This design comes from an exercise in tuning for small area on the open sky130 flow, not from production work. The RTL was checked by simulation tests, not by an equivalence proof against the original design. Power and IR drop assume default switching activity.

## job 6063
==> flow/design.v (excerpt) <==
module Game_trinity (SW, B1, B2, CLK, RST, LED, HEX0, HEX1, HEX2, HEX3, HEX4, HEX5);
Size: ~1300 cells after synthesis, ~8000 um^2 of cells after synthesis.
==> flow/config.mk <==
export PLATFORM = sky130hd
export DESIGN_NAME = Game_trinity
export DESIGN_NICKNAME = Game_trinity
export VERILOG_FILES = /design/flow/design.v
export SDC_FILE = /design/flow/constraint.sdc
export NUM_CORES = 4
export LEC_CHECK = 0
export ABC_AREA = 1
export CAP_MARGIN = 20
export CORE_MARGIN = 2
export CORE_UTILIZATION = 40
export CTS_BUF_LIST = sky130_fd_sc_hd__clkbuf_4 sky130_fd_sc_hd__clkbuf_8
export CTS_CLUSTER_DIAMETER = 100
export CTS_CLUSTER_SIZE = 30
export PLACE_DENSITY = 0.6
export SLEW_MARGIN = 20
==> flow/constraint.sdc <==
create_clock -name core_clock -period 10.0 [get_ports {CLK}]
set_input_delay 2.0000 -clock core_clock [delete_from_list [all_inputs] [get_ports {CLK}]]
set_output_delay 2.0000 -clock core_clock [all_outputs]
set_load 0.01 [all_outputs]
standard.sh (not shown) runs the stock make flow with config.mk's settings and CLKGATE_MAP_FILE= SYNTH_SCRIPT=/design/flow/synth_recipe.tcl, a recipe that flattens the netlist after the stock synthesis.
==> flow/flow/run.sh <==
#!/bin/bash
# The standard layout, with the port buffers made of the smallest buffer cell.
set -euo pipefail
bash standard.sh finish BUFFER_PORTS_ARGS="-buffer_cell sky130_fd_sc_hd__buf_1" > standard_flow.log 2>&1
Job 6063 completed; timing, DRC and antenna clean
The inputs of job 2210 differ from those of job 6063 as listed below.
# job 6063
export LEC_CHECK = 0
export ABC_AREA = 1
export CAP_MARGIN = 20
export CORE_MARGIN = 2
export CORE_UTILIZATION = 40
export CTS_BUF_LIST = sky130_fd_sc_hd__clkbuf_4 sky130_fd_sc_hd__clkbuf_8
export CTS_CLUSTER_DIAMETER = 100
export CTS_CLUSTER_SIZE = 30
export PLACE_DENSITY = 0.6
export SLEW_MARGIN = 20
create_clock -name core_clock -period 10.0 [get_ports {CLK}]
# job 2210
export LEC_CHECK = 0
export ABC_AREA = 1
export CAP_MARGIN = 20
export CORE_MARGIN = 2
export CORE_UTILIZATION = 40
export PLACE_DENSITY = 0.6
export SLEW_MARGIN = 20
create_clock -name core_clock -period 10.0 [get_ports {CLK}]
==> flow/flow/run.sh <==
#!/bin/bash
# The standard layout, with the port buffers made of the smallest buffer cell and a clock
# tree of a few small buffers (each cluster of registers gets one buffer; no dummy loads).
set -euo pipefail
bash standard.sh finish \
  BUFFER_PORTS_ARGS="-buffer_cell sky130_fd_sc_hd__buf_1" \
  CTS_ARGS="-sink_clustering_enable -repair_clock_nets -sink_clustering_size 32 -sink_clustering_max_diameter 200 -buf_list sky130_fd_sc_hd__clkbuf_4 -root_buf sky130_fd_sc_hd__clkbuf_4 -dont_use_dummy_load" \
  > standard_flow.log 2>&1
Results
Job 2210: PASS, flow complete, no timing, DRC or antenna violations. From job 6063 to job 2210 the numbers moved as follows: global-route wire length before repair barely changed, design area dropped 2.8%. Sort job 6063 and job 2210 by area growth from synthesis to final layout desc -> top: job 6063. Between job 2210 and job 6063, the worst hold slack does not differ in any meaningful way. Job 2210: total design power is 190 uW lower than what job 6063 reported.

* * *

## v6
Game_trinity, a different RTL version from the one above (not shown whole).
Size in the first run: ~910 cells after synthesis, about 66 I/O pins, ~6300 um^2 of cells after synthesis.
clock: 10.0 ns
lec_check: 0
abc_area: 1
cap_margin: 20
core_margin: 2
core_utilization: 55
gpl_timing_driven: 0
place_density: 0.65
slew_margin: 20
==> flow/flow/run.sh <==
#!/bin/bash
# Standard synthesis, then the combinational logic re-mapped for area (registers untouched,
# proven equivalent), then the standard layout with the smallest buffer cell on the ports and
# a clock tree of small buffers without dummy loads.
set -euo pipefail
YOSYS=$FLOW_HOME/../tools/install/yosys/bin/yosys
R=orfs/results/$FLOW_PLATFORM/Game_trinity/base
export RESYN_LIB=$FLOW_HOME/platforms/$FLOW_PLATFORM/lib/sky130_fd_sc_hd__tt_025C_1v80.lib
export RESYN_TOP=$FLOW_TOP RESYN_IN=$PWD/resyn_in.v RESYN_OUT=$PWD/resyn_out.v RESYN_SCRIPT=$PWD/flow/resyn.abc

bash standard.sh synth > 1_standard_synth.log 2>&1
cp $R/1_2_yosys.v resyn_in.v
$YOSYS -c flow/resyn.tcl > 2_resyn.log 2>&1
$YOSYS -c flow/eqchk.tcl > 3_resyn_equiv.log 2>&1
cp resyn_out.v $R/1_2_yosys.v
rm -f $R/1_synth.odb $R/1_synth.sdc
bash standard.sh finish \
  BUFFER_PORTS_ARGS="-buffer_cell sky130_fd_sc_hd__buf_1" \
  CTS_ARGS="-sink_clustering_enable -repair_clock_nets -sink_clustering_size 32 -sink_clustering_max_diameter 200 -buf_list sky130_fd_sc_hd__clkbuf_4 -root_buf sky130_fd_sc_hd__clkbuf_8 -dont_use_dummy_load" \
  > 4_standard_finish.log 2>&1
==> flow/flow/resyn.tcl <==
# Re-map the combinational logic of the standard synthesis netlist with a stronger
# area-oriented ABC script. The flip-flop instances (names, cells, Q nets) are kept as they are.
yosys -import
set lib $::env(RESYN_LIB)
read_liberty -ignore_miss_func $lib
read_verilog $::env(RESYN_IN)
hierarchy -top $::env(RESYN_TOP)
foreach ff [list sky130_fd_sc_hd__dfxtp_1 sky130_fd_sc_hd__dfxtp_2 sky130_fd_sc_hd__dfxtp_4] {
  setattr -mod -set keep_hierarchy 1 $ff
}
yosys rename -hide c:_*
flatten
opt_clean -purge
stat
abc -liberty $lib -script $::env(RESYN_SCRIPT) -dont_use *lpflow* -dont_use *probe*
opt_clean -purge
hilomap -singleton -hicell sky130_fd_sc_hd__conb_1 HI -locell sky130_fd_sc_hd__conb_1 LO
splitnets
insbuf -buf sky130_fd_sc_hd__buf_1 A X
opt_clean -purge
stat -liberty $lib
select -module $::env(RESYN_TOP)
write_verilog -noexpr -noattr -nohex -nodec -selected $::env(RESYN_OUT)
Other scripts of this flow, unchanged in this note and not shown: flow/flow/eqchk.tcl, flow/flow/resyn.abc
diff inputs: v6 => v7
-- flow/flow/resyn.tcl --
<<< v6, line 9
  setattr -mod -set keep_hierarchy 1 $ff
}
yosys rename -hide c:_*
flatten
opt_clean -purge
>>> v7, line 9
  setattr -mod -set keep_hierarchy 1 $ff
}
flatten
opt_clean -purge
<<< v6, line 17
hilomap -singleton -hicell sky130_fd_sc_hd__conb_1 HI -locell sky130_fd_sc_hd__conb_1 LO
splitnets
insbuf -buf sky130_fd_sc_hd__buf_1 A X
opt_clean -purge
stat -liberty $lib
>>> v7, line 16
hilomap -singleton -hicell sky130_fd_sc_hd__conb_1 HI -locell sky130_fd_sc_hd__conb_1 LO
splitnets
insbuf -buf sky130_fd_sc_hd__buf_4 A X
opt_clean -purge
stat -liberty $lib
-- flow/config.mk --
<<< v6, line 9
export CAP_MARGIN = 20
export CORE_MARGIN = 2
export CORE_UTILIZATION = 55
export GPL_TIMING_DRIVEN = 0
export PLACE_DENSITY = 0.65
export SLEW_MARGIN = 20
>>> v7, line 9
export CAP_MARGIN = 20
export CORE_MARGIN = 2
export CORE_UTILIZATION = 40
export PLACE_DENSITY = 0.6
export SLEW_MARGIN = 20
[summary]
- v7: no failed stages, no open violations at the end
- After synthesis and placement, the instance count of v7 is above that of v6.
- v7 has minimum clock period above what v6 had.
- Diff v6..v7 | synthesized cell count | negligible

[what the ideal ports hide]
How much do the figures lean on ideal ports? The routed layouts below were timed once more, with nothing changed but the port constraints. Step 1 assumes that a clkbuf_16 drives the clock port and a buf_2 every other input. Step 2, shift: input delay + t, output delay - t, t = (earliest + latest rising clock arrival at the registers) / 2. This alone moves slack from input paths to output paths. Slacks: ideal ports / drivers / drivers and shift; pairs: ideal ports / drivers.
run	shift t [ns]	setup WS [ns]	clock arrival spread, ns	worst slew at a driven data input, ns
job 6063	0.475	3.908 / 3.884 / 3.884	0.013 / 0.013	0.04
job 2210	0.547	3.908 / 3.884 / 3.884	0.040 / 0.040	0.04
v6	0.444	3.600 / 3.563 / 3.590	0.046 / 0.046	0.04
v7	0.427	2.945 / 2.907 / 3.335	0.033 / 0.033	0.04
After both steps every run listed still meets setup and hold.
